What follows belongs to an exercise in optimizing a design on an open flow for small area, a short achievable clock period and few clock cycles; a production flow would make more cautious choices.
Where RTL was checked, it was by simulation tests only, not by an equivalence proof against the original.
Only the layout flow was run in runs 5 and 6; the RTL was not checked for function there.

File: design/flow/config.mk
export PLATFORM = sky130hd
export DESIGN_NAME = rsa_encrypt
export DESIGN_NICKNAME = rsa_encrypt
export VERILOG_FILES = /design/flow/design.v
export SDC_FILE = /design/flow/constraint.sdc
export NUM_CORES = 4
export LEC_CHECK = 0
export CAP_MARGIN = 20
export CORE_MARGIN = 2
export CORE_UTILIZATION = 40
export CTS_BUF_LIST = sky130_fd_sc_hd__clkbuf_8
export PLACE_DENSITY = 0.6
export SETUP_SLACK_MARGIN = 1.5
export SLEW_MARGIN = 20
File: design/flow/constraint.sdc
create_clock -name core_clock -period 5.0 [get_ports {clk}]
set_input_delay 1.0000 -clock core_clock [delete_from_list [all_inputs] [get_ports {clk}]]
set_output_delay 1.0000 -clock core_clock [all_outputs]
set_load 0.01 [all_outputs]
File: design/flow/design.v
module rsa_encrypt(input clk, reset_n, compute,
                   input [31:0] M, e, n,
                   output logic [31:0] C,
                   output logic encrypt_done);
  logic        busy, first, init, keep, trv, mul, yb, ec;
  logic        sa, sx, zx;    
  logic        nz;            
  logic [4:0]  i;             
  logic [3:0]  j;             
  logic [15:0] acc, X;
  function automatic [1:0] lod4(input [3:0] v);
    lod4 = v[3] ? 2'd3 : v[2] ? 2'd2 : v[1] ? 2'd1 : 2'd0;
  endfunction
  function automatic [4:0] msb32(input [31:0] v);
    logic [7:0] nz;
    logic [1:0] hi;
    logic [1:0] lo;
    logic [3:0] q;
    for (int k = 0; k < 8; k++) nz[k] = |v[4*k +: 4];
    hi = lod4({|nz[7:6], |nz[5:4], |nz[3:2], |nz[1:0]});
    lo = nz[2*hi+1] ? 2'd1 : 2'd0;
    q = v[4*(2*hi+lo) +: 4];
    msb32 = {hi, lo[0], lod4(q)};
  endfunction
  function automatic [3:0] msb16(input [15:0] v);
    logic [3:0] nz;
    logic [1:0] hi;
    for (int k = 0; k < 4; k++) nz[k] = |v[4*k +: 4];
    hi = lod4(nz);
    msb16 = {hi, lod4(v[4*hi +: 4])};
  endfunction
  function automatic below16(input [15:0] v);
    below16 = 1'b0;
    for (int k = 0; k < 15; k++) if (v[k+1]) below16 = v[k];
  endfunction
  function automatic below2_16(input [15:0] v);
    below2_16 = 1'b0;
    for (int k = 0; k < 14; k++) if (v[k+2]) below2_16 = v[k];
  endfunction
  wire [15:0] nb = nz ? n[15:0] : 16'd0;
  wire [18:0] xa = zx ? 19'd0 : {2'b0, acc, 1'b0};
  wire [18:0] xb = {3'b0, ({16{sa}} & acc) | ({16{sx}} & X)};
  wire [18:0] z1 = ~{3'b0, nb};
  wire [18:0] z2 = ~{2'b0, nb, 1'b0};
  wire [18:0] s1 = xa ^ xb ^ z1;
  wire [18:0] c1 = {(xa[17:0] & xb[17:0]) | (xa[17:0] & z1[17:0]) | (xb[17:0] & z1[17:0]), 1'b1};
  wire [18:0] s2 = xa ^ xb ^ z2;
  wire [18:0] c2 = {(xa[17:0] & xb[17:0]) | (xa[17:0] & z2[17:0]) | (xb[17:0] & z2[17:0]), 1'b1};
  wire [18:0] t0 = xa + xb;
  wire [18:0] t1 = s1 + c1;    
  wire [18:0] t2 = s2 + c2;    
  wire [15:0] acc_n = !t2[18] ? t2[15:0] : (!t1[18] ? t1[15:0] : t0[15:0]);
  wire [15:0] Xf  = init ? X : acc;       
  wire [15:0] Y   = mul ? M[15:0] : X;    
  wire y01  = Xf[15:1] == 15'd0;          
  wire m2   = M[15:2] == 14'd0;           
  wire bm   = below16(M[15:0]);           
  wire fin  = first ? (mul && m2) : (j == 4'd0);
  wire more = !mul && ec;                 
  wire adv  = fin && !more;               
  wire triv = (e[31:1] == 31'd0) || (M[15:1] == 15'd0);    
  logic busy_n, done_n, first_n, init_n, keep_n, mul_n, yb_n;
  logic [3:0] j_n;
  logic [4:0] i_n;
  always_comb begin
    busy_n = busy; done_n = encrypt_done;
    first_n = first; init_n = init; keep_n = keep; mul_n = mul;
    yb_n = yb; j_n = j; i_n = i;
    if (busy) begin
      if ((first && init && trv) || (adv && i == 5'd0)) begin
        busy_n = 1'b0;
        done_n = 1'b1;
      end
      if (first) begin
        first_n = 1'b0;
        init_n = 1'b0;
        if (mul) begin
          keep_n = 1'b0;
          j_n = msb16({2'b0, M[15:2]});
          yb_n = below2_16(M[15:0]);
        end else begin
          keep_n = y01;
          j_n = y01 ? 4'd0 : msb16({1'b0, Xf[15:1]});
          yb_n = below16(Xf);
        end
      end else begin
        j_n = j - 4'd1;
        yb_n = Y[j - 4'd1];
        keep_n = 1'b0;
      end
      if (fin) begin
        first_n = 1'b1;
        mul_n = more;
        if (adv) i_n = i - 5'd1;
      end
    end else begin
      if (encrypt_done) begin
        if (!compute) done_n = 1'b0;
      end else if (compute) busy_n = 1'b1;
      first_n = 1'b1;
      init_n = 1'b1;
      keep_n = 1'b0;
      mul_n = 1'b0;
      i_n = msb32({1'b0, e[31:1]});
    end
  end
  always_ff @(posedge clk, negedge reset_n) begin
    if (!reset_n) begin
      busy <= 1'b0;
      encrypt_done <= 1'b0;
    end else begin
      busy <= busy_n;
      encrypt_done <= done_n;
    end
  end
  wire sq1 = busy_n && first_n && !mul_n;    
  wire mu1 = busy_n && first_n && mul_n;     
  wire stp = busy_n && !first_n && !keep_n;  
  always_ff @(posedge clk) begin
    acc <= acc_n;
    ec <= e[i];
    first <= first_n; init <= init_n; keep <= keep_n; mul <= mul_n;
    yb <= yb_n; j <= j_n; i <= i_n;
    sa <= (sq1 && !init_n) || (mu1 && bm) || keep_n || !busy_n;
    sx <= (sq1 && init_n) || (stp && yb_n);
    zx <= sq1 || keep_n || !busy_n;
    nz <= stp || mu1;
    if (busy && first && !init) X <= acc;
    if (!busy) begin
      X <= M[15:0];
      trv <= triv;
    end
  end
  assign C = {16'd0, acc};
endmodule
File: design/flow/flow/run.sh
#!/bin/bash
# The standard layout, with the port buffers made from the smallest buffer
# cell instead of the delay cell buffer_ports picks by default.
set -euo pipefail
export BUFFER_PORTS_ARGS="-buffer_cell sky130_fd_sc_hd__buf_1"
bash standard.sh > standard_flow.log 2>&1
File: design/flow/standard.sh
#!/bin/bash
# synth_recipe.tcl (not shown) runs the flow's synth.tcl, then flattens the netlist and writes it again
# the make line also repeats each setting of config.mk as NAME=value (left out here)
make -C /OpenROAD-flow-scripts/flow DESIGN_CONFIG=/design/flow/config.mk WORK_HOME=/design/flow/orfs CLKGATE_MAP_FILE= SYNTH_SCRIPT=/design/flow/synth_recipe.tcl "${@:-finish}"
==> Implementation_results.wiki, run 1 <==
{| class="wikitable"
! Metric !! Value
|-
| Number of standard cells in the layout, taps in and fillers out || 1,103
|-
| Worst setup slack after layout || 1.47 ns
|-
| Number of flops mapped to enable cells by yosys || 26
|-
| Layout cell share with drive strength beyond 1 || 0.120
|-
| Worst-path fanout max || 5
|-
| Run status || complete, no violations
|-
| Post-Place Worst Slack || 0.832 ns
|-
| Aggregate routed wire length || 19.3 mm
|-
| Relative slew slack || 0.317
|-
| Die boundary width || 136 um
|-
| Number of top-level pins || 132
|-
| Capturing element of the worst setup path || acc[1]$_DFF_P_
|-
| Clk pin slew, worst setup/hold paths || 0.10 ns
|-
| Starting DRC count in detailed routing || 460
|-
| Antenna violations before repair || 0
|-
| Syn Area/Cell || 8.82 sq um
|-
| Global-route wire length before repair || 30.8 mm
|-
| Synth Flop Type || edfxtp_1
|-
| Share of the cycle needed by the critical path after routing || 0.707
|-
| Worst min-delay path category || input pin to async pin
|-
| Effective utilization at floorplan || 0.406
|-
| Rows || 48
|-
| Async S/R FF share, synth || 0.0385
|-
| Data required time at the worst endpoint || 5.24 ns
|-
| Synthesized instance count || 790
|-
| Die Outline Area || 18,500 sq um
|-
| Capturing element type of the critical path || flip-flop
|-
| Total congestion overflow after global routing || 0
|-
| Fin. Hold Viols || 0
|-
| Startpoint of the most critical setup path || n[1]
|-
| Number of setup violations in the final report || 0
|-
| Number of cells traversed by the worst register-to-register path || 13
|-
| Number of warnings printed during yosys synthesis || 1
|-
| Final count of pins violating max slew || 0
|-
| Post-layout minimum cycle time || 3.53 ns
|-
| Worst R2R Start || X[1]$_DFFE_PP_
|-
| Antenna diode instance count || 0
|-
| TritonCTS clock tree || yes
|-
| Synth cell types || 71
|-
| GR Util All Layers || 0.210
|-
| RSZ-0062 raised after global routing || true
|-
| Core ar. || 17,200 sq um
|-
| Peak clock frequency supported by timing || 283 MHz
|-
| Worst R2R Setup Slack || 1.52 ns
|-
| Worst Clk Skew || 0.0147 ns
|-
| Placed inst area || 7480 sq um
|-
| Post-route worst hold slack || 0.446 ns
|-
| H-tree Lvls || 2
|-
| Worst slew pin tran || 1.02 ns
|-
| Worst Setup Path Type || input pin to flip-flop
|-
| Number of nets in the layout || 1,060
|-
| Cell with the most instances after synthesis || nor2_1
|-
| Worst-Skew Late Latency || 0.32 ns
|-
| Post-placement cell count || 1,079
|-
| Count of buffers inserted at the top-level ports || 83
|-
| Area contributors post-synth || edfxtp_1 (11%), fa_1 (9.5%), ha_1 (9.2%), dfxtp_1 (6.9%), mux4_2 (6.5%)
|-
| Max-Cap Viols || 0
|-
| Share of the yosys chip area belonging to registers || 0.188
|-
| Maximum number of pins on one net before global-route repair || 32
|-
| Routed len/inst || 17.5 um
|-
| Post-route core utilization || 0.462
|-
| Via density || 5.67
|-
| Num Clock Sinks || 52
|-
| Post-Route Setup TNS || 0 ns
|-
| Area Growth Syn to Fin || 13.8%
|-
| Vias in the first global route || 5,971
|-
| Max Buffers Root-to-Sink || 2
|-
| FF-to-FF End || acc[1]$_DFF_P_
|-
| Detail Route Antenna Nets || 0
|-
| Detailed-routing iteration count for the pre-antenna-repair pass || 6
|-
| Netlist area before placement || 6970 sq um
|-
| Clock buffer count from CTS || 5
|-
| Die span in y || 136 um
|-
| Half-perimeter wire length of the detailed placement result || 15.1 mm
|-
| DRC violations left || 0
|-
| RD Place Congestion || 0.903
|-
| Synth top area share || 0.112
|-
| Root Buffer Master || clkbuf_8
|-
| Flops & latches, synth || 52
|-
| Vias || 6,249
|-
| Cell taking the most area after synthesis || edfxtp_1
|-
| Critical Path Start Type || input pin
|-
| Final non-filler cell area || 7930 sq um
|-
| Endpoint arrival time on the critical path || 3.78 ns
|-
| Leading cell types by count after synthesis || nor2_1 (67), a21oi_1 (55), nand2_1 (52)
|}
[metal layers]
layer	vias to the layer above	wire length, um	GRT usage
li1	3075	-	-
met1	2979	9150	0.301
met2	186	9070	0.346
met3	9	954	0.0268
met4	0	83	0.0278
met5	-	0	0
[layout make-up]
class	instances	area, sq um
Sequential cell	52	1320
Fill cell	1779	9250
Multi-Input combinational cell	669	5500
Timing Repair Buffer	108	584
Clock inverter	3	17.5
Clock buffer	5	68.8
Inverter	41	154
Tap cell	225	282
[critical path, stage by stage]
cell and delay, ns:
buf_1 0.08, nand2_2 0.07, fa_1 0.54, inv_2 0.05, fa_2 0.38, nor2b_4 0.13, o31a_1 0.19, nor2b_2 0.06
o31a_1 0.37, a21oi_4 0.20, a31oi_4 0.18, buf_6 0.18, or2_1 0.20, a31oi_1 0.13
[kinds of logic after synthesis]
group | Yosys count | share of synthesized area
AO/OA/AOI/OAI | 202 | 0.194
other | 1 | 0.000538
XOR/XNOR | 38 | 0.0477
buffers and inverters | 84 | 0.0565
multiplexers | 71 | 0.141
AND/OR/NAND/NOR | 258 | 0.186
adder cells (fa/ha/maj) | 84 | 0.186
flip-flops | 52 | 0.188
[what timing repair did]
action,in CTS,in global routing
hold buffers,0,0
pin swaps,10,9
gates cloned,2,0
resized for setup,23,27
endpoints found under the setup margin,16,16
buffers inserted,11,3
[sequential cells by signal, indices dropped and copies added, names as in the netlist]
register / count
X: 16
acc: 16
busy: 1
ec: 1
encrypt_done: 1
first: 1
i: 5
init: 1
j: 4
mul: 1
nz: 1
sa: 1
sx: 1
trv: 1
zx: 1
[how the worst min path moves through the flow]
stage | from | endpoint | slack [ns] | depth (start not counted)
2_1_floorplan | i[3]$_DFFE_PP_ | ec$_DFF_P_ | 0.54 | 1
3_3_place_gp | encrypt_done$_DFFE_PN0P_ | encrypt_done$_DFFE_PN0P_ | 0.51 | 2
3_5_place_dp | encrypt_done$_DFFE_PN0P_ | encrypt_done$_DFFE_PN0P_ | 0.52 | 2
4_1_cts | reset_n | encrypt_done$_DFFE_PN0P_ | 0.44 | 1
5_1_grt | reset_n | busy$_DFF_PN0_ | 0.44 | 1
6_report | reset_n | encrypt_done$_DFFE_PN0P_ | 0.45 | 1
[placed cells by master (no fill, tap or decap), types with 7 or more instances in the layout]
master and instances:
ha_1 49, nand2_1 50, nor2b_1 14, nor2b_2 10, or4_1 8, o211ai_1 8
a22o_1 11, nor2_1 66, fa_1 32, nor3_1 24, mux2i_1 34, a21oi_1 54
buf_1 83, nor4_1 11, nand2b_1 17, mux2_2 9, mux2_1 8, xor2_1 11
a21o_1 7, or3_1 8, mux4_2 20, buf_4 17, edfxtp_1 26, nand3_1 16
o21ai_1 18, o21a_1 7, conb_1 16, o21ai_0 28, inv_1 40, dfxtp_1 20
xnor2_1 27
Testbench counts, summed over its fixed seeds: cycles 5,140.
==> inputs of run 2 (changes only) <==
--- a/design/flow/design.v
+++ b/design/flow/design.v
@@ -52,5 +52,4 @@
   wire [15:0] acc_n = !t2[18] ? t2[15:0] : (!t1[18] ? t1[15:0] : t0[15:0]);
-  wire [15:0] Xf  = init ? X : acc;       
   wire [15:0] Y   = mul ? M[15:0] : X;    
-  wire y01  = Xf[15:1] == 15'd0;          
+  wire y01  = acc[15:1] == 15'd0;         
   wire m2   = M[15:2] == 14'd0;           
@@ -80,7 +79,7 @@
           yb_n = below2_16(M[15:0]);
-        end else begin
+        end else if (!init) begin
           keep_n = y01;
-          j_n = y01 ? 4'd0 : msb16({1'b0, Xf[15:1]});
-          yb_n = below16(Xf);
-        end
+          j_n = y01 ? 4'd0 : msb16({1'b0, acc[15:1]});
+          yb_n = below16(acc);
+        end    
       end else begin
@@ -104,2 +103,4 @@
       i_n = msb32({1'b0, e[31:1]});
+      j_n = msb16({1'b0, M[15:1]});
+      yb_n = bm;
     end
==> run 2 against run 1 <==
Critical endpoint is now acc[13]$_DFF_P_. Largest cell class unchanged. Synthesized area rose by 0.34%. Global-route usage rose by 0.077 points. Core utilization fell by 0.52 points. Worst hold slack got worse by 0.020 ns. Still clean on timing, DRC and antenna. Routed wire length rose by 0.28%. Register-to-register slack improved by 0.09 ns. Synthesized cell count rose by 1.4%. Final area fell by 1.1%.
==> Implementation_results.wiki, run 2 <==
{| class="wikitable"
! Metric !! Value
|-
| Total length of routed met2 wires || 9.29 mm (+2.4%)
|-
| Share of the cycle needed by the critical path after routing || 0.687 (-0.0201)
|-
| Number of standard cells in the layout, taps in and fillers out || 1,094 (-0.82%)
|-
| Cell taking the most area after synthesis || edfxtp_1
|-
| Netlist area before placement || 6990 sq um (+0.34%)
|-
| Antenna diode instance count || 0 (unchanged)
|-
| Multiplexer area fraction after synthesis || 0.123 (-0.0182)
|-
| Area contributors post-synth || edfxtp_1 (11%), fa_1 (9.4%), ha_1 (9.1%), dfxtp_1 (7.4%), mux4_2 (6.1%)
|-
| Largest regs || X: 16 flops, acc: 16 flops, i: 5 flops
|-
| Die boundary width || 136 um (+0.17%)
|-
| Top routing layer used || met4
|-
| Length of routed wiring on met1 || 9.21 mm (+0.72%)
|-
| Num Clock Sinks || 54 (+3.8%)
|-
| Cell with the most instances after synthesis || a21oi_1
|-
| Syn Area/Cell || 8.73 sq um (-1.0%)
|-
| Core ar. || 17,200 sq um (unchanged)
|-
| Detailed-routing iteration count for the pre-antenna-repair pass || 5 (-1)
|-
| Post-route worst hold slack || 0.427 ns (-0.0197 ns)
|-
| Capturing element type of the critical path || flip-flop
|-
| Xor and xnor area share after synthesis || 0.0488 (+0.00109)
|-
| Endpoint arrival time on the critical path || 3.66 ns (-0.12 ns)
|-
| FF-to-FF End || acc[13]$_DFF_P_
|-
| Clock buffer count from CTS || 5 (unchanged)
|-
| Number of warnings printed during yosys synthesis || 1 (unchanged)
|-
| RD Place Congestion || 0.855 (-5.4%)
|-
| Number of top-level pins || 132 (unchanged)
|-
| Run status || complete, no violations
|-
| Data required time at the worst endpoint || 5.23 ns (about the same)
|-
| Worst Setup Path Type || input pin to flip-flop
|-
| Detail Route Antenna Nets || 0 (unchanged)
|-
| Post-route core utilization || 0.456 (-0.00525)
|-
| Detail Route met3 WL || 649 um (-32%)
|-
| Half-perimeter wire length of the detailed placement result || 15.0 mm (-0.65%)
|-
| Starting DRC count in detailed routing || 457 (-0.65%)
|-
| Worst-Skew Late Latency || 0.33 ns (about the same)
|-
| Most frequent cells in the layout || buf_1 (82), a21oi_1 (69), nand2_1 (63)
|-
| Post-Synth Adder-Cell Area || 0.186 (-0.000633)
|-
| Post-Route Setup TNS || 0 ns (unchanged)
|-
| Leading cell types by count after synthesis || a21oi_1 (70), nand2_1 (65), nor2_1 (59)
|-
| Synthesized-area fraction occupied by ao, oa, aoi and oai cells || 0.212 (+0.0187)
|-
| Worst slew pin tran || 0.873 ns (-0.152 ns)
|-
| Async S/R FF share, synth || 0.0370 (-0.00142)
|-
| Max-Cap Viols || 0 (unchanged)
|-
| Worst R2R Start || sa$_DFF_P_
|-
| GR Util All Layers || 0.211 (+0.000765)
|-
| Post-Place Worst Slack || 0.924 ns (+0.0922 ns)
|-
| Worst Clk Skew || 0.0221 ns (+0.00737 ns)
|-
| Post-placement cell count || 1,072 (-0.65%)
|-
| Die Outline Area || 18,600 sq um (+0.33%)
|-
| H-tree Lvls || 2 (unchanged)
|-
| Rows || 48 (unchanged)
|-
| Final non-filler cell area || 7840 sq um (-1.1%)
|-
| Number of cells traversed by the worst register-to-register path || 11 (-2)
|-
| Critical Path Start Type || input pin
|-
| Vias in the first global route || 5,928 (-0.72%)
|-
| Flops & latches, synth || 54 (+3.8%)
|-
| Most common cell after layout, fill and taps aside || buf_1
|-
| Routed len/inst || 17.6 um (+1.1%)
|-
| Number of flops mapped to enable cells by yosys || 26 (unchanged)
|-
| Die span in y || 136 um (+0.17%)
|-
| Worst setup slack after layout || 1.57 ns (+0.100 ns)
|-
| Worst R2R Setup Slack || 1.61 ns (+0.09 ns)
|-
| RSZ-0062 raised after global routing || true
|-
| Count of buffers inserted at the top-level ports || 83 (unchanged)
|-
| Worst min-delay path category || input pin to async pin
|-
| Root Buffer Master || clkbuf_8
|-
| Post-layout minimum cycle time || 3.43 ns (-0.100 ns)
|-
| Synth cell types || 74 (+4.2%)
|-
| Fin. Hold Viols || 0 (unchanged)
|-
| Synth Flop Type || edfxtp_1
|-
| Antenna violations before repair || 0 (unchanged)
|-
| Synth top area share || 0.112 (-0.000381)
|-
| Number of nets in the layout || 1,051 (-0.85%)
|-
| Final count of pins violating max slew || 0 (unchanged)
|-
| Layout cell share with drive strength beyond 1 || 0.137 (+0.0173)
|-
| Peak clock frequency supported by timing || 291 MHz (+2.9%)
|-
| Maximum number of pins on one net before global-route repair || 43 (+34%)
|-
| Number of setup violations in the final report || 0 (unchanged)
|-
| Synthesized instance count || 801 (+1.4%)
|-
| Area Growth Syn to Fin || 12.1%
|-
| Global-route wire length before repair || 31.0 mm (+0.76%)
|-
| Effective utilization at floorplan || 0.407 (+0.00138)
|-
| Post-synthesis share of cell area spent on and, or, nand and nor gates || 0.174 (-0.0121)
|-
| Largest family of logic cells by synthesized area || compound AO/OA/AOI/OAI gates
|-
| Via density || 5.63 (-0.68%)
|-
| Worst-path fanout max || 6 (+1)
|-
| Clk pin slew, worst setup/hold paths || 0.11 ns (about the same)
|-
| Placed inst area || 7390 sq um (-1.2%)
|-
| Vias || 6,156 (-1.5%)
|-
| Share of the yosys chip area belonging to registers || 0.193 (+0.00509)
|-
| Relative slew slack || 0.413 (+0.0958)
|-
| Aggregate routed wire length || 19.3 mm (+0.28%)
|-
| DRC violations left || 0 (unchanged)
|-
| Max Buffers Root-to-Sink || 2 (unchanged)
|-
| Total congestion overflow after global routing || 0 (unchanged)
|-
| TritonCTS clock tree || yes
|}
[run 2: cell types whose count changed after synthesis, sizes merged, moves of 6 or more]
| cell | previous run | this run |
|---|---|---|
| a21oi | 55 | 73 |
| nand2 | 52 | 65 |
| mux2i | 34 | 22 |
| clkbuf | 18 | 29 |
| nor2 | 67 | 59 |
| o21ai | 46 | 53 |
| and3 | 4 | 10 |
| nand4 | 6 | 0 |
| nor2b | 26 | 20 |
[run 2: per-layer routing]
| metal | track usage | vias up |
|---|---|---|
| li1 | - | 3058 |
| met1 | 0.299 | 2956 |
| met2 | 0.351 | 129 |
| met3 | 0.0205 | 13 |
| met4 | 0.0382 | 0 |
| met5 | 0 | - |
[run 2: how the worst max path moves through the flow]
stage          start               to  slack (ns)  cells past startpoint
2_1_floorplan   n[5]  acc[10]$_DFF_P_        1.52                     11
3_3_place_gp    n[7]   acc[4]$_DFF_P_        0.89                     13
3_5_place_dp    n[6]   acc[4]$_DFF_P_        0.92                     13
4_1_cts         n[1]  acc[10]$_DFF_P_        1.48                     13
5_1_grt         n[6]  acc[10]$_DFF_P_        1.48                     13
6_report        n[6]  acc[13]$_DFF_P_        1.57                     12
[run 2: cells by family (layout without fill, tap and decap cells)]
kind of cell	Yosys count	count (layout)
AOI/OAI and AO/OA	227	227
xor gates and xnor gates	39	39
adders and majority gates	84	84
buffers and inverters	96	149
DFF	54	54
muxes	58	58
other	1	16
and+or+nand+nor	242	242
[run 2: what timing repair did]
action,CTS,global route
resized for setup,29,31
hold buffers,0,0
endpoints found under the setup margin,16,16
cloned,0,0
buffers inserted,7,7
pin swaps,4,10
[run 2: final cells by class]
cell class	instances	area, sq um
clock inverters	3	42.5
clock buffers	5	68.8
fillers	1756	9340
repair buffers	101	482
multi-input cells	666	5440
inverters	40	150
flip-flops and latches	54	1380
well taps	225	282
[run 2: critical path, stage by stage]
cell	delay, ns
buf_1	0.08
nand2_2	0.07
fa_2	0.58
ha_4	0.22
a21o_1	0.17
o21a_1	0.22
a211oi_4	0.23
nand2b_1	0.14
a31o_4	0.29
a21oi_4	0.25
buf_6	0.18
mux2i_1	0.24
Testbench counts of run 2, summed over its fixed seeds: cycles 5,140.
==> inputs of run 3 (changes only) <==
--- a/design/flow/config.mk
+++ b/design/flow/config.mk
@@ -11,2 +11,3 @@
 export CTS_BUF_LIST = sky130_fd_sc_hd__clkbuf_8
+export GPL_ROUTABILITY_DRIVEN = 0
 export PLACE_DENSITY = 0.6
==> run 3 against run 2 <==
Register-to-register slack barely moved. Global-route usage did not move. Fmax did not move. Clock skew did not move. Worst hold slack did not move. Final cell count did not move. Largest cell class unchanged.
==> Implementation_results.wiki, run 3 <==
{| class="wikitable"
! Metric !! Value
|-
| Most frequent cells in the layout || buf_1 (82), a21oi_1 (69), nand2_1 (63)
|-
| Run status || complete, no violations
|-
| Worst slew pin tran || 0.873 ns (unchanged)
|-
| Synth top area share || 0.112 (unchanged)
|-
| Area Growth Syn to Fin || 12.1% (unchanged)
|-
| Capturing element type of the critical path || flip-flop
|-
| Half-perimeter wire length of the detailed placement result || 15.0 mm (unchanged)
|-
| Final non-filler cell area || 7840 sq um (unchanged)
|-
| GR Util All Layers || 0.211 (unchanged)
|-
| DRC violations left || 0 (unchanged)
|-
| Cell taking the most area after synthesis || edfxtp_1
|-
| Leading cell types by count after synthesis || a21oi_1 (70), nand2_1 (65), nor2_1 (59)
|-
| Vias || 6,156 (unchanged)
|-
| Root Buffer Master || clkbuf_8
|-
| Synth Flop Type || edfxtp_1
|-
| Detailed-routing iteration count for the pre-antenna-repair pass || 5 (unchanged)
|-
| Clk pin slew, worst setup/hold paths || 0.11 ns (about the same)
|-
| Peak clock frequency supported by timing || 291 MHz (unchanged)
|-
| Most common cell after layout, fill and taps aside || buf_1
|-
| Worst Setup Path Type || input pin to flip-flop
|-
| Total congestion overflow after global routing || 0 (unchanged)
|-
| Max-Cap Viols || 0 (unchanged)
|-
| Via density || 5.63 (unchanged)
|-
| Syn Area/Cell || 8.73 sq um (unchanged)
|-
| Share of the yosys chip area belonging to registers || 0.193 (unchanged)
|-
| Worst Clk Skew || 0.0221 ns (unchanged)
|-
| Layout cell share with drive strength beyond 1 || 0.137 (unchanged)
|-
| Post-route worst hold slack || 0.427 ns (unchanged)
|-
| Netlist area before placement || 6990 sq um (unchanged)
|-
| Rows || 48 (unchanged)
|-
| TritonCTS clock tree || yes
|-
| Vias in the first global route || 5,928 (unchanged)
|-
| Routed len/inst || 17.6 um (unchanged)
|-
| Synth cell types || 74 (unchanged)
|-
| Relative slew slack || 0.413 (unchanged)
|-
| Max Buffers Root-to-Sink || 2 (unchanged)
|-
| Die boundary width || 136 um (unchanged)
|-
| Flops & latches, synth || 54 (unchanged)
|-
| Share of the cycle needed by the critical path after routing || 0.687 (unchanged)
|-
| Area contributors post-synth || edfxtp_1 (11%), fa_1 (9.4%), ha_1 (9.1%), dfxtp_1 (7.4%), mux4_2 (6.1%)
|-
| Antenna diode instance count || 0 (unchanged)
|-
| Endpoint arrival time on the critical path || 3.66 ns (about the same)
|-
| Detail Route Antenna Nets || 0 (unchanged)
|-
| Clock buffer count from CTS || 5 (unchanged)
|-
| Worst-path fanout max || 6 (unchanged)
|-
| Starting DRC count in detailed routing || 457 (unchanged)
|-
| Data required time at the worst endpoint || 5.23 ns (about the same)
|-
| Combined area of the multi-input logic cells || 5440 sq um (unchanged)
|-
| Final count of pins violating max slew || 0 (unchanged)
|-
| Die Outline Area || 18,600 sq um (unchanged)
|-
| Async S/R FF share, synth || 0.0370 (unchanged)
|-
| H-tree Lvls || 2 (unchanged)
|-
| Placed inst area || 7390 sq um (unchanged)
|-
| Number of flops mapped to enable cells by yosys || 26 (unchanged)
|-
| Post-layout minimum cycle time || 3.43 ns (unchanged)
|-
| Fin. Hold Viols || 0 (unchanged)
|-
| Number of setup violations in the final report || 0 (unchanged)
|-
| Global-route wire length before repair || 31.0 mm (unchanged)
|-
| RSZ-0062 raised after global routing || true
|-
| Filler Cell Count || 1,756 (unchanged)
|-
| Count of buffers inserted at the top-level ports || 83 (unchanged)
|-
| Post-Route Setup TNS || 0 ns (unchanged)
|-
| Antenna violations before repair || 0 (unchanged)
|-
| Number of top-level pins || 132 (unchanged)
|-
| Hold Buf Count CTS || 0 (unchanged)
|-
| Number of nets in the layout || 1,051 (unchanged)
|-
| Maximum number of pins on one net before global-route repair || 43 (unchanged)
|-
| Worst-Skew Late Latency || 0.33 ns (about the same)
|-
| Synthesized instance count || 801 (unchanged)
|-
| Effective utilization at floorplan || 0.407 (unchanged)
|-
| Number of warnings printed during yosys synthesis || 1 (unchanged)
|-
| Die span in y || 136 um (unchanged)
|-
| Critical Path Start Type || input pin
|-
| Worst min-delay path category || input pin to async pin
|-
| Cell with the most instances after synthesis || a21oi_1
|-
| Num Clock Sinks || 54 (unchanged)
|-
| Aggregate routed wire length || 19.3 mm (unchanged)
|-
| Footprint of the flip-flops and latches || 1380 sq um (unchanged)
|-
| Largest regs || X: 16 flops, acc: 16 flops, i: 5 flops
|-
| Core ar. || 17,200 sq um (unchanged)
|}
## run 3: worst max-delay path, cell delays in order
cell	delay, ns
buf_1	0.08
nand2_2	0.07
fa_2	0.58
ha_4	0.22
a21o_1	0.17
o21a_1	0.22
a211oi_4	0.23
nand2b_1	0.14
a31o_4	0.29
a21oi_4	0.25
buf_6	0.18
mux2i_1	0.24
## run 3: final cells by class
type,count,share of cell area
multi-input combinational,666,0.694
sequential,54,0.176
timing repair buffer,101,0.0614
tap,225,0.0359
inverter,40,0.0192
clock buffer,5,0.00878
clock inverter,3,0.00543
## run 3: routing by layer
| layer | up-vias | track usage | routed length (um) |
|---|---|---|---|
| met4 | 0 | 0.0382 | 154 |
| met1 | 2956 | 0.299 | 9210 |
| met2 | 129 | 0.351 | 9290 |
| li1 | 3058 | - | - |
| met5 | - | 0 | 0 |
| met3 | 13 | 0.0205 | 649 |
## run 3: repair_timing
action,CTS,global route
buffers inserted,7,7
pin swaps,4,10
endpoints found under the setup margin,16,16
resized for setup,29,31
## run 3: kinds of logic after synthesis
family	synth area share
simple gates	0.174
fa+ha+maj	0.186
flops	0.193
compound gates	0.212
mux	0.123
xor+xnor	0.0488
buf+inv	0.0626
other cells	0.000536
## run 3: final timing paths
| path | to | slack [ns] | cells after the start | startpoint |
|---|---|---|---|---|
| worst max-delay path | acc[13]$_DFF_P_ | 1.57 | 12 | n[6] |
| worst min-delay path | encrypt_done$_DFFE_PN0P_ | 0.43 | 1 | reset_n |
| worst max register to register | acc[13]$_DFF_P_ | 1.61 | 11 | sa$_DFF_P_ |
| worst min register to register | encrypt_done$_DFFE_PN0P_ | 0.57 | 2 | encrypt_done$_DFFE_PN0P_ |
| max in group asynchronous | busy$_DFF_PN0_ | 4.45 | 1 | reset_n |
| min in group core_clock | encrypt_done$_DFFE_PN0P_ | 0.57 | 2 | encrypt_done$_DFFE_PN0P_ |
## run 3: through the flow
| stage | cells | util | setup slack, ns |
|---|---|---|---|
| finish | 1094 | 0.456 | 1.57 |
| global route | 1094 | 0.456 | 1.48 |
| CTS | 1087 | 0.446 | 1.48 |
| detailed placement | 1072 | 0.430 | 0.924 |
| global placement | 1072 | 0.430 | 0.886 |
| floorplan | 816 | - | 1.52 |
==> inputs of run 4 (changes only) <==
--- a/design/flow/config.mk
+++ b/design/flow/config.mk
@@ -8,2 +8,4 @@
 export CAP_MARGIN = 20
+export CELL_PAD_IN_SITES_DETAIL_PLACEMENT = 0
+export CELL_PAD_IN_SITES_GLOBAL_PLACEMENT = 0
 export CORE_MARGIN = 2
@@ -11,3 +13,2 @@
 export CTS_BUF_LIST = sky130_fd_sc_hd__clkbuf_8
-export GPL_ROUTABILITY_DRIVEN = 0
 export PLACE_DENSITY = 0.6
==> run 4 against run 3 <==
Final cell count did not move. Sequential share of layout area stayed put. Non-clock buffer count unchanged. Critical path depth stayed put. Via count did not move. Synthesized area is the same. Clock-buffer cell count unchanged. Critical path type unchanged. Critical endpoint unchanged.
==> Implementation_results.wiki, run 4 <==
{| class="wikitable"
! Metric !! Value
|-
| Starting DRC count in detailed routing || 457 (unchanged)
|-
| Fin. Hold Viols || 0 (unchanged)
|-
| Largest regs || X: 16 flops, acc: 16 flops, i: 5 flops
|-
| Placed inst area || 7390 sq um (unchanged)
|-
| Synth top area share || 0.112 (unchanged)
|-
| Data required time at the worst endpoint || 5.23 ns (about the same)
|-
| Number of warnings printed during yosys synthesis || 1 (unchanged)
|-
| Synthesized instance count || 801 (unchanged)
|-
| Post-synthesis share of cell area spent on and, or, nand and nor gates || 0.174 (unchanged)
|-
| Share of the yosys chip area belonging to registers || 0.193 (unchanged)
|-
| Endpoint arrival time on the critical path || 3.66 ns (about the same)
|-
| Area contributors post-synth || edfxtp_1 (11%), fa_1 (9.4%), ha_1 (9.1%), dfxtp_1 (7.4%), mux4_2 (6.1%)
|-
| Number of top-level pins || 132 (unchanged)
|-
| Clock buffer count from CTS || 5 (unchanged)
|-
| Number of nets in the layout || 1,051 (unchanged)
|-
| Final non-filler cell area || 7840 sq um (unchanged)
|-
| Die Outline Area || 18,600 sq um (unchanged)
|-
| DRC violations left || 0 (unchanged)
|-
| Largest family of logic cells by synthesized area || compound AO/OA/AOI/OAI gates
|-
| Num Clock Sinks || 54 (unchanged)
|-
| Startpoint of the most critical setup path || n[6]
|-
| Worst Setup Path Type || input pin to flip-flop
|-
| Post-Synth Adder-Cell Area || 0.186 (unchanged)
|-
| Post-route core utilization || 0.456 (unchanged)
|-
| Ordered list of cells on the worst path || buf_1 -> nand2_2 -> fa_2 -> ha_4 -> a21o_1 -> o21a_1 -> a211oi_4 -> nand2b_1 -> a31o_4 -> a21oi_4 -> buf_6 -> mux2i_1
|-
| Global-route wire length before repair || 31.0 mm (unchanged)
|-
| Post-layout minimum cycle time || 3.43 ns (unchanged)
|-
| Filler Cell Count || 1,756 (unchanged)
|-
| Worst min-delay path category || input pin to async pin
|-
| RSZ-0062 raised after global routing || true
|-
| Syn Area/Cell || 8.73 sq um (unchanged)
|-
| Clk pin slew, worst setup/hold paths || 0.11 ns (about the same)
|-
| Peak clock frequency supported by timing || 291 MHz (unchanged)
|-
| Antenna diode instance count || 0 (unchanged)
|-
| Count of buffers inserted at the top-level ports || 83 (unchanged)
|-
| Worst R2R Start || sa$_DFF_P_
|-
| Share of the cycle needed by the critical path after routing || 0.687 (unchanged)
|-
| Critical Path Start Type || input pin
|-
| Most frequent cells in the layout || buf_1 (82), a21oi_1 (69), nand2_1 (63)
|-
| Worst slew pin tran || 0.873 ns (unchanged)
|-
| Total congestion overflow after global routing || 0 (unchanged)
|-
| TritonCTS clock tree || yes
|-
| Combined area of the multi-input logic cells || 5440 sq um (unchanged)
|-
| Number of flops mapped to enable cells by yosys || 26 (unchanged)
|-
| Max-Cap Viols || 0 (unchanged)
|-
| Capturing element type of the critical path || flip-flop
|-
| Rows || 48 (unchanged)
|-
| Async S/R FF share, synth || 0.0370 (unchanged)
|-
| Met3 Resource Use GR || 0.0205 (unchanged)
|-
| Layout cell share with drive strength beyond 1 || 0.137 (unchanged)
|-
| Half-perimeter wire length of the detailed placement result || 15.0 mm (unchanged)
|-
| Netlist area before placement || 6990 sq um (unchanged)
|-
| Xor and xnor area share after synthesis || 0.0488 (unchanged)
|-
| H-tree Lvls || 2 (unchanged)
|-
| Effective utilization at floorplan || 0.407 (unchanged)
|-
| Via density || 5.63 (unchanged)
|-
| Aggregate routed wire length || 19.3 mm (unchanged)
|-
| Synth Flop Type || edfxtp_1
|-
| CP max-delay cell || fa_2
|-
| Post-route worst hold slack || 0.427 ns (unchanged)
|-
| Die boundary width || 136 um (unchanged)
|-
| Met1 track demand over resource || 0.299 (unchanged)
|-
| Synth cell types || 74 (unchanged)
|-
| Run status || complete, no violations
|-
| Core ar. || 17,200 sq um (unchanged)
|-
| RD Place Congestion || 0.855
|-
| Area Growth Syn to Fin || 12.1% (unchanged)
|-
| Worst-path fanout max || 6 (unchanged)
|-
| Post-Route Setup TNS || 0 ns (unchanged)
|-
| Number of setup violations in the final report || 0 (unchanged)
|-
| Final count of pins violating max slew || 0 (unchanged)
|-
| Delay of the slowest critical-path stage || 0.58 ns (about the same)
|-
| Worst-Skew Late Latency || 0.33 ns (about the same)
|-
| Detailed-routing iteration count for the pre-antenna-repair pass || 5 (unchanged)
|-
| Vias || 6,156 (unchanged)
|-
| Maximum number of pins on one net before global-route repair || 43 (unchanged)
|-
| Most common cell after layout, fill and taps aside || buf_1
|-
| Detail Route Antenna Nets || 0 (unchanged)
|-
| Cell taking the most area after synthesis || edfxtp_1
|-
| GR Util All Layers || 0.211 (unchanged)
|-
| Multiplexer area fraction after synthesis || 0.123 (unchanged)
|-
| Max Buffers Root-to-Sink || 2 (unchanged)
|-
| Cell with the most instances after synthesis || a21oi_1
|-
| Antenna violations before repair || 0 (unchanged)
|-
| Leading cell types by count after synthesis || a21oi_1 (70), nand2_1 (65), nor2_1 (59)
|-
| Die span in y || 136 um (unchanged)
|-
| Footprint of the flip-flops and latches || 1380 sq um (unchanged)
|-
| Root Buffer Master || clkbuf_8
|-
| Vias in the first global route || 5,928 (unchanged)
|-
| Relative slew slack || 0.413 (unchanged)
|-
| Routed len/inst || 17.6 um (unchanged)
|-
| Met2 GRT Util || 0.351 (unchanged)
|-
| Worst Clk Skew || 0.0221 ns (unchanged)
|-
| Synthesized-area fraction occupied by ao, oa, aoi and oai cells || 0.212 (unchanged)
|-
| Flops & latches, synth || 54 (unchanged)
|-
| GRT busiest layer || met2
|}
==> run 4: final cells by class <==
class / instances / area share
Multi-Input combinational cell: 666 / 0.694
Sequential cell: 54 / 0.176
Timing Repair Buffer: 101 / 0.0614
Tap cell: 225 / 0.0359
Inverter: 40 / 0.0192
Clock buffer: 5 / 0.00878
Clock inverter: 3 / 0.00543
==> run 4: stage by stage <==
stage	instances	worst slack (ns)
finish	1094	1.57
global route	1094	1.48
CTS	1087	1.48
detailed placement	1072	0.924
global placement	1072	0.886
floorplan	816	1.52
==> run 4: kinds of logic after synthesis <==
group                    after synthesis
multiplexers                          58
adder cells (fa/ha/maj)               84
AO/OA/AOI/OAI                        227
buffers and inverters                 96
XOR/XNOR                              39
flip-flops                            54
AND/OR/NAND/NOR                      242
other                                  1
==> run 4: timing repair <==
action                     4_1_cts  5_1_grt
hold endpoints to repair         0        0
gates resized for setup         29       31
hold buffers                     0        0
pin swaps                        4       10
setup endpoints to repair       16       16
buffers inserted                 7        7
==> run 4: final timing paths <==
kind,endpoint,cells after the start,slack (ns)
min reg2reg,encrypt_done$_DFFE_PN0P_,2,0.57
max,acc[13]$_DFF_P_,12,1.57
min in group core_clock,encrypt_done$_DFFE_PN0P_,2,0.57
min,encrypt_done$_DFFE_PN0P_,1,0.43
max in group asynchronous,busy$_DFF_PN0_,1,4.45
max reg2reg,acc[13]$_DFF_P_,11,1.61
==> run 4: per-layer routing <==
| layer | vias to the layer above | share of wire |
|---|---|---|
| met5 | - | 0 |
| met4 | 0 | 0.0080 |
| met3 | 13 | 0.034 |
| met2 | 129 | 0.48 |
| met1 | 2956 | 0.48 |
| li1 | 3058 | - |
==> run 4: worst max-delay path: cells and delay by family <==
family	cells	cell delay, ns
multiplexers	1	0.24
AND/OR/NAND/NOR	2	0.21
adder cells (fa/ha/maj)	2	0.80
AO/OA/AOI/OAI	5	1.16
buffers and inverters	2	0.26
==> inputs of run 5 (changes only) <==
--- a/design/flow/design.v
+++ b/design/flow/design.v
@@ -119,2 +119,6 @@
   wire stp = busy_n && !first_n && !keep_n;  
+  wire xl_acc = busy && first && !init;
+  wire xl_hold = busy && !xl_acc;
+  always_ff @(posedge clk)
+    X <= ({16{xl_hold}} & X) | ({16{xl_acc}} & acc) | ({16{!busy}} & M[15:0]);
   always_ff @(posedge clk) begin
@@ -128,5 +132,3 @@
     nz <= stp || mu1;
-    if (busy && first && !init) X <= acc;
     if (!busy) begin
-      X <= M[15:0];
       trv <= triv;
--- a/design/flow/config.mk
+++ b/design/flow/config.mk
@@ -8,4 +8,2 @@
 export CAP_MARGIN = 20
-export CELL_PAD_IN_SITES_DETAIL_PLACEMENT = 0
-export CELL_PAD_IN_SITES_GLOBAL_PLACEMENT = 0
 export CORE_MARGIN = 2
==> run 5 against run 4 <==
Clock-buffer cell count unchanged. Die area rose by 0.87%. Largest cell class unchanged. Final cell count up 3.3%. Flip-flop and latch count is the same. Synthesized cell count is 2.6% higher.
==> Implementation_results.wiki, run 5 <==
{| class="wikitable"
! Metric !! Value
|-
| Number of warnings printed during yosys synthesis || 1 (unchanged)
|-
| Half-perimeter wire length of the detailed placement result || 15.0 mm (-0.32%)
|-
| Post-route worst hold slack || 0.440 ns (+0.0129 ns)
|-
| Synthesized instance count || 822 (+2.6%)
|-
| Max-Cap Viols || 0 (unchanged)
|-
| Starting DRC count in detailed routing || 355 (-22%)
|-
| Aggregate routed wire length || 19.4 mm (+0.55%)
|-
| Hold Buf Count CTS || 0 (unchanged)
|-
| Netlist area before placement || 7060 sq um (+0.89%)
|-
| Rows || 48 (unchanged)
|-
| Die boundary width || 137 um (+0.43%)
|-
| Fin. Hold Viols || 0 (unchanged)
|-
| Core ar. || 17,300 sq um (+0.70%)
|-
| Worst-path fanout max || 5 (-1)
|-
| Cell with the most instances after synthesis || a21oi_1
|-
| Area Growth Syn to Fin || 13.5%
|-
| Root Buffer Master || clkbuf_8
|-
| Clk pin slew, worst setup/hold paths || 0.11 ns (about the same)
|-
| Worst min-delay path category || input pin to async pin
|-
| Most common cell after layout, fill and taps aside || buf_1
|-
| Antenna violations before repair || 0 (unchanged)
|-
| Number of top-level pins || 132 (unchanged)
|-
| Max Buffers Root-to-Sink || 2 (unchanged)
|-
| Ordered list of cells on the worst path || buf_1 -> nand2_2 -> fa_1 -> ha_4 -> nor2b_4 -> o31a_1 -> o211ai_1 -> a31oi_1 -> a211oi_2 -> o21a_4 -> buf_12 -> mux2_2 -> a21oi_1
|-
| Count of buffers inserted at the top-level ports || 83 (unchanged)
|-
| Antenna diode instance count || 0 (unchanged)
|-
| Number of flops mapped to enable cells by yosys || 10 (-62%)
|-
| Peak clock frequency supported by timing || 273 MHz (-6.1%)
|-
| Largest regs || X: 16 flops, acc: 16 flops, i: 5 flops
|-
| Relative slew slack || 0.380 (-0.0331)
|-
| Run status || complete, no violations
|-
| Endpoint arrival time on the critical path || 3.92 ns (+0.26 ns)
|-
| Maximum number of pins on one net before global-route repair || 44 (+2.3%)
|-
| Synth Flop Type || dfxtp_1
|-
| Post-Route Setup TNS || 0 ns (unchanged)
|-
| Delay of the slowest critical-path stage || 0.53 ns (-0.05 ns)
|-
| Number of standard cells in the layout, taps in and fillers out || 1,130 (+3.3%)
|-
| Final count of pins violating max slew || 0 (unchanged)
|-
| CP max-delay cell || fa_1
|-
| Synth top area share || 0.119 (+0.00752)
|-
| DRC violations left || 0 (unchanged)
|-
| Final non-filler cell area || 8010 sq um (+2.1%)
|-
| Worst slew pin tran || 0.928 ns (+0.0554 ns)
|-
| Placed inst area || 7490 sq um (+1.4%)
|-
| Leading cell types by count after synthesis || a21oi_1 (81), nor2_1 (80), nand2_1 (53)
|-
| Worst-Skew Late Latency || 0.32 ns (about the same)
|-
| GR Util All Layers || 0.208 (-0.00215)
|-
| Post-placement cell count || 1,101 (+2.7%)
|-
| Critical Path Start Type || input pin
|-
| Num Clock Sinks || 54 (unchanged)
|-
| Capturing element type of the critical path || flip-flop
|-
| Effective utilization at floorplan || 0.408 (+0.000789)
|-
| Die span in y || 137 um (+0.43%)
|-
| Global-route wire length before repair || 30.9 mm (-0.42%)
|-
| Filler Cell Count || 1,731 (-1.4%)
|-
| Post-layout minimum cycle time || 3.66 ns (+0.225 ns)
|-
| Synth cell types || 80 (+8.1%)
|-
| Number of setup violations in the final report || 0 (unchanged)
|-
| RD Place Congestion || 0.815 (-4.6%)
|-
| Via density || 5.69 (+1.2%)
|-
| Share of the cycle needed by the critical path after routing || 0.732 (+0.0450)
|-
| RSZ-0062 raised after global routing || true
|-
| Vias in the first global route || 5,914 (-0.24%)
|-
| Number of nets in the layout || 1,087 (+3.4%)
|-
| Detail Route Antenna Nets || 0 (unchanged)
|-
| Detailed-routing iteration count for the pre-antenna-repair pass || 5 (unchanged)
|-
| Clock buffer count from CTS || 5 (unchanged)
|-
| Async S/R FF share, synth || 0.0370 (unchanged)
|-
| Routed len/inst || 17.2 um (-2.7%)
|-
| Vias || 6,432 (+4.5%)
|-
| Area contributors post-synth || dfxtp_1 (12%), fa_1 (9.4%), ha_1 (9.0%), mux4_2 (6.1%), a21oi_1 (5.7%)
|-
| Layout cell share with drive strength beyond 1 || 0.129 (-0.00766)
|-
| Share of the yosys chip area belonging to registers || 0.169 (-0.0244)
|-
| Data required time at the worst endpoint || 5.26 ns (+0.03 ns)
|-
| Flops & latches, synth || 54 (unchanged)
|-
| Worst Clk Skew || 0.00537 ns (-0.0167 ns)
|-
| H-tree Lvls || 2 (unchanged)
|-
| TritonCTS clock tree || yes
|-
| Die Outline Area || 18,700 sq um (+0.87%)
|-
| Worst Setup Path Type || input pin to flip-flop
|-
| Most frequent cells in the layout || buf_1 (83), a21oi_1 (78), nor2_1 (75)
|-
| Cell taking the most area after synthesis || dfxtp_1
|-
| Syn Area/Cell || 8.58 sq um (-1.7%)
|-
| Total congestion overflow after global routing || 0 (unchanged)
|}
-- run 5: changes by cell type in the layout (fill, tap and decap cells not counted), sizes merged, moves of 5 or more --
cell / change
mux2: -11
buf: +10
o21a: +5
o21ai: -21
a21oi: +8
mux2i: +14
nand2: -12
edfxtp: -16
a31oi: +6
dfxtp: +16
nor3: +5
nor2: +21
o211a: +6
-- run 5: layout make-up --
type / instances / area (sq um) / share of cell area
inverter: 43 / 161 / 0.0202
tap: 225 / 282 / 0.0352
timing repair buffer: 111 / 607 / 0.0758
clock inverter: 3 / 42.5 / 0.00531
multi-input combinational: 689 / 5640 / 0.704
sequential: 54 / 1200 / 0.150
clock buffer: 5 / 68.8 / 0.00860
-- run 5: cells by family after synthesis --
| kind of cell | Yosys count | synth area share |
|---|---|---|
| mux | 61 | 0.124 |
| other cells | 1 | 0.000531 |
| xor+xnor | 40 | 0.0496 |
| buf+inv | 94 | 0.0656 |
| simple gates | 252 | 0.177 |
| flops | 54 | 0.169 |
| fa+ha+maj | 84 | 0.184 |
| compound gates | 236 | 0.230 |
-- run 5: per-stage QoR --
| stage | utilization | setup slack [ns] |
|---|---|---|
| floorplan | - | 1.51 |
| global placement | 0.433 | 0.820 |
| detailed placement | 0.433 | 0.832 |
| CTS | 0.455 | 1.28 |
| global route | 0.463 | 1.26 |
| finish | 0.463 | 1.34 |
-- run 5: final timing paths --
kind / startpoint / end / slack, ns / depth (start not counted)
hold / removal: reset_n / busy$_DFF_PN0_ / 0.44 / 1
setup / recovery: n[2] / acc[2]$_DFF_P_ / 1.34 / 13
min in group core_clock: X[4]$_DFF_P_ / X[4]$_DFF_P_ / 0.56 / 2
setup reg to reg: sa$_DFF_P_ / acc[2]$_DFF_P_ / 1.39 / 12
hold reg to reg: X[4]$_DFF_P_ / X[4]$_DFF_P_ / 0.56 / 2
max in group asynchronous: reset_n / encrypt_done$_DFFE_PN0P_ / 4.44 / 1
-- run 5: layer usage --
layer,share of wire,vias to the layer above,global-route usage
met1,0.48,3075,0.303
met4,0.0057,0,0.0269
met5,0,-,0
li1,-,3166,-
met2,0.47,182,0.346
met3,0.047,9,0.0181
-- run 5: worst max-delay path: cells and delay by family --
kind            cells  cell delay, ns
compound gates      6            1.41
fa+ha+maj           2            0.74
buf+inv             2            0.23
mux                 1            0.32
simple gates        2            0.20
-- run 5: repair_timing --
action,CTS,global route
buffers inserted,14,5
cloned,2,0
resized for setup,32,25
pin swaps,11,17
endpoints found under the setup margin,16,16
==> inputs of run 6 (changes only) <==
--- a/design/flow/design.v
+++ b/design/flow/design.v
@@ -51,3 +51,6 @@
   wire [18:0] t2 = s2 + c2;    
-  wire [15:0] acc_n = !t2[18] ? t2[15:0] : (!t1[18] ? t1[15:0] : t0[15:0]);
+  wire p2 = !t2[18];
+  wire p1 = t2[18] && !t1[18];
+  wire p0 = t1[18];
+  wire [15:0] acc_n = ({16{p2}} & t2[15:0]) | ({16{p1}} & t1[15:0]) | ({16{p0}} & t0[15:0]);
   wire [15:0] Y   = mul ? M[15:0] : X;    
@@ -119,6 +122,2 @@
   wire stp = busy_n && !first_n && !keep_n;  
-  wire xl_acc = busy && first && !init;
-  wire xl_hold = busy && !xl_acc;
-  always_ff @(posedge clk)
-    X <= ({16{xl_hold}} & X) | ({16{xl_acc}} & acc) | ({16{!busy}} & M[15:0]);
   always_ff @(posedge clk) begin
@@ -132,3 +131,5 @@
     nz <= stp || mu1;
+    if (busy && first && !init) X <= acc;
     if (!busy) begin
+      X <= M[15:0];
       trv <= triv;
==> run 6 against run 5 <==
Global-route usage is 0.84 points higher. Critical path depth is 1 higher. Via count is 0.50% lower. Largest cell class unchanged. Flip-flop and latch count stayed put. Final area is 3.3% higher.
==> Implementation_results.wiki, run 6 <==
{| class="wikitable"
! Metric !! Value
|-
| Share of the yosys chip area belonging to registers || 0.190 (+0.0216)
|-
| Synth cell types || 80 (unchanged)
|-
| Multiplexer area fraction after synthesis || 0.104 (-0.0203)
|-
| Count of buffers inserted at the top-level ports || 83 (unchanged)
|-
| Number of setup violations in the final report || 0 (unchanged)
|-
| Worst min-delay path category || input pin to async pin
|-
| Post-route worst hold slack || 0.438 ns (-0.00189 ns)
|-
| Number of flops mapped to enable cells by yosys || 26 (+16)
|-
| Number of warnings printed during yosys synthesis || 1 (unchanged)
|-
| Async S/R FF share, synth || 0.0370 (unchanged)
|-
| Worst Clk Skew || 0.00868 ns (+0.00331 ns)
|-
| Netlist area before placement || 7100 sq um (+0.59%)
|-
| Cell with the most instances after synthesis || inv_1
|-
| Post-Synth Adder-Cell Area || 0.183 (-0.00107)
|-
| Post-placement cell count || 1,098 (-0.27%)
|-
| TritonCTS clock tree || yes
|-
| Number of nets in the layout || 1,085 (-0.18%)
|-
| Antenna diode instance count || 0 (unchanged)
|-
| Max-Cap Viols || 0 (unchanged)
|-
| GR Util All Layers || 0.217 (+0.00844)
|-
| DRC violations left || 0 (unchanged)
|-
| Vias || 6,400 (-0.50%)
|-
| Total congestion overflow after global routing || 0 (unchanged)
|-
| Number of top-level pins || 132 (unchanged)
|-
| Post-Place Worst Slack || 0.846 ns (+0.0142 ns)
|-
| Synth Flop Type || edfxtp_1
|-
| Share of the cycle needed by the critical path after routing || 0.704 (-0.0276)
|-
| Flops & latches, synth || 54 (unchanged)
|-
| Starting DRC count in detailed routing || 429 (+21%)
|-
| Global-route wire length before repair || 32.1 mm (+4.1%)
|-
| Most frequent cells in the layout || buf_1 (83), inv_1 (74), a21oi_1 (58)
|-
| Leading cell types by count after synthesis || inv_1 (76), a21oi_1 (64), nor2_1 (54)
|-
| Die Outline Area || 18,800 sq um (+0.57%)
|-
| Met3 Resource Use GR || 0.0188 (+0.000616)
|-
| Die boundary width || 137 um (+0.29%)
|-
| Worst R2R Setup Slack || 1.61 ns (+0.22 ns)
|-
| Worst Setup Path Type || input pin to flip-flop
|-
| Worst-path fanout max || 5 (unchanged)
|-
| Worst slew pin tran || 0.805 ns (-0.124 ns)
|-
| Largest family of logic cells by synthesized area || compound AO/OA/AOI/OAI gates
|-
| Synth top area share || 0.110 (-0.00915)
|-
| Relative slew slack || 0.463 (+0.0832)
|-
| RSZ-0062 raised after global routing || true
|-
| Detail Route Antenna Nets || 0 (unchanged)
|-
| Synthesized-area fraction occupied by ao, oa, aoi and oai cells || 0.228 (-0.00240)
|-
| Hold Buf Count CTS || 0 (unchanged)
|-
| Final count of pins violating max slew || 0 (unchanged)
|-
| Number of standard cells in the layout, taps in and fillers out || 1,128 (-0.18%)
|-
| Aggregate routed wire length || 20.0 mm (+3.1%)
|-
| Num Clock Sinks || 54 (unchanged)
|-
| Root Buffer Master || clkbuf_8
|-
| FF-to-FF End || acc[13]$_DFF_P_
|-
| GRT busiest layer || met2
|-
| Routed len/inst || 17.7 um (+3.3%)
|-
| Half-perimeter wire length of the detailed placement result || 15.5 mm (+3.7%)
|-
| Most common cell after layout, fill and taps aside || buf_1
|-
| Run status || complete, no violations
|-
| Post-Route Setup TNS || 0 ns (unchanged)
|-
| Syn Area/Cell || 8.67 sq um (+0.95%)
|-
| Max Buffers Root-to-Sink || 2 (unchanged)
|-
| Area Growth Syn to Fin || 16.5%
|-
| Vias in the first global route || 6,317 (+6.8%)
|-
| Maximum number of pins on one net before global-route repair || 25 (-43%)
|-
| Antenna violations before repair || 0 (unchanged)
|-
| Peak clock frequency supported by timing || 284 MHz (+3.9%)
|-
| Core ar. || 17,300 sq um (unchanged)
|-
| Met1 track demand over resource || 0.315 (+0.0120)
|-
| Via density || 5.67 (-0.32%)
|-
| Layout cell share with drive strength beyond 1 || 0.174 (+0.0446)
|-
| Combined area of the multi-input logic cells || 5670 sq um (+0.53%)
|-
| Fin. Hold Viols || 0 (unchanged)
|-
| Data required time at the worst endpoint || 5.19 ns (-0.07 ns)
|-
| Rows || 48 (unchanged)
|-
| Largest regs || X: 16 flops, acc: 16 flops, i: 5 flops
|-
| Post-layout minimum cycle time || 3.52 ns (-0.138 ns)
|-
| Area contributors post-synth || edfxtp_1 (11%), fa_1 (9.3%), ha_1 (9.0%), dfxtp_1 (7.3%), mux4_2 (6.3%)
|-
| H-tree Lvls || 2 (unchanged)
|-
| Die span in y || 137 um (+0.29%)
|-
| RD Place Congestion || 0.891 (+9.3%)
|-
| Worst R2R Start || sa$_DFF_P_
|-
| Critical Path Start Type || input pin
|-
| Met2 GRT Util || 0.356 (+0.0104)
|-
| Number of cells traversed by the worst register-to-register path || 13 (+1)
|-
| Post-synthesis share of cell area spent on and, or, nand and nor gates || 0.170 (-0.00702)
|-
| Clk pin slew, worst setup/hold paths || 0.10 ns (about the same)
|-
| Capturing element type of the critical path || flip-flop
|-
| Footprint of the flip-flops and latches || 1370 sq um (+14%)
|-
| Worst setup slack after layout || 1.48 ns (+0.138 ns)
|-
| Effective utilization at floorplan || 0.410 (+0.00239)
|-
| Clock buffer count from CTS || 5 (unchanged)
|-
| Placed inst area || 7630 sq um (+1.8%)
|-
| Filler Cell Count || 1,712 (-1.1%)
|-
| Worst-Skew Late Latency || 0.33 ns (about the same)
|-
| Endpoint arrival time on the critical path || 3.71 ns (-0.21 ns)
|-
| Detailed-routing iteration count for the pre-antenna-repair pass || 5 (unchanged)
|-
| Cell taking the most area after synthesis || edfxtp_1
|-
| Final non-filler cell area || 8270 sq um (+3.3%)
|-
| Post-route core utilization || 0.478 (+0.0153)
|-
| Xor and xnor area share after synthesis || 0.0469 (-0.00276)
|-
| Synthesized instance count || 819 (-0.36%)
|}
run 6: cell types whose count changed after synthesis, moves of 6 or more:
cell / before / now
mux2i_1: 36 / 9
nand2b_1: 11 / 19
nor2_1: 80 / 54
edfxtp_1: 10 / 26
o21ai_0: 26 / 46
inv_1: 42 / 76
a211oi_1: 4 / 14
mux2_2: 4 / 16
a21oi_1: 81 / 64
dfxtp_1: 42 / 26
and3_1: 12 / 6
run 6: worst max-delay path by stage:
stage | from | to | slack (ns) | cells after the start
CTS | n[5] | acc[15]$_DFF_P_ | 1.50 | 13
finish | n[1] | acc[13]$_DFF_P_ | 1.48 | 14
global placement | n[2] | acc[13]$_DFF_P_ | 0.84 | 13
floorplan | n[5] | acc[15]$_DFF_P_ | 1.49 | 12
global route | n[1] | acc[13]$_DFF_P_ | 1.40 | 14
detailed placement | n[2] | acc[13]$_DFF_P_ | 0.85 | 13
run 6: logic make-up (layout without fill, tap and decap cells):
family | after synthesis | in the layout
and+or+nand+nor | 228 | 228
DFF | 54 | 54
buffers and inverters | 124 | 193
xor gates and xnor gates | 38 | 38
muxes | 46 | 46
AOI/OAI and AO/OA | 244 | 244
adders and majority gates | 84 | 84
other | 1 | 16
run 6: final cells by class:
| class | instances | share of cell area |
|---|---|---|
| Clock inverter | 2 | 0.00469 |
| Clock buffer | 6 | 0.00998 |
| Tap cell | 225 | 0.0340 |
| Timing Repair Buffer | 108 | 0.0648 |
| Sequential cell | 54 | 0.166 |
| Inverter | 77 | 0.0349 |
| Multi-Input combinational cell | 656 | 0.686 |
run 6: worst max-delay path: stages:
cell and delay, ns:
buf_1 0.08, nand2_2 0.09, fa_1 0.61, ha_4 0.24, a21oi_4 0.18, o22ai_4 0.09
or3_4 0.37, a21oi_4 0.19, buf_6 0.12, buf_6 0.08, o21bai_1 0.06, a21oi_1 0.17
xor2_1 0.27, o211ai_1 0.16
run 6: metal layers:
layer / part of all wire / wire length (um)
met1: 0.47 / 9420
met2: 0.47 / 9430
met3: 0.046 / 917
met4: 0.013 / 251
met5: 0 / 0
run 6: timing repair:
action | CTS | global route
gates resized for setup | 21 | 59
endpoints found under the setup margin | 16 | 16
buffers inserted | 7 | 15
pin swaps | 8 | 27

afterwards: timing with drivers on the ports:
Ports are ideal in the flow. The routed layouts listed here were re-timed in OpenROAD. Step 1 assumes that a clkbuf_16 drives the clock port and a buf_2 every other input. Step 2 times the ports against the registers' clock, not the clock port: input delays grow and output delays shrink by t, the midpoint of the rising clock arrivals with the driver on. Slacks: ideal / step 1 / step 2; pairs: ideal / step 1.
run | t, ns | setup WS [ns] | slew at the worst register clock pin (ns) | worst data-port slew with drivers (ns)
run 1 | 0.347 | 1.466 / 1.475 / 1.128 | 0.11 / 0.11 | 0.06
run 2 | 0.355 | 1.567 / 1.575 / 1.220 | 0.11 / 0.11 | 0.04
run 3 | 0.355 | 1.567 / 1.575 / 1.220 | 0.11 / 0.11 | 0.04
run 4 | 0.355 | 1.567 / 1.575 / 1.220 | 0.11 / 0.11 | 0.04
run 5 | 0.354 | 1.342 / 1.357 / 1.003 | 0.11 / 0.11 | 0.03
run 6 | 0.354 | 1.480 / 1.483 / 1.128 | 0.11 / 0.11 | 0.03
After both steps setup and hold are still met in every run listed. The setup slack of run 6, which loses most, moves by +0.003 ns with the drivers and by -0.352 ns with both steps.
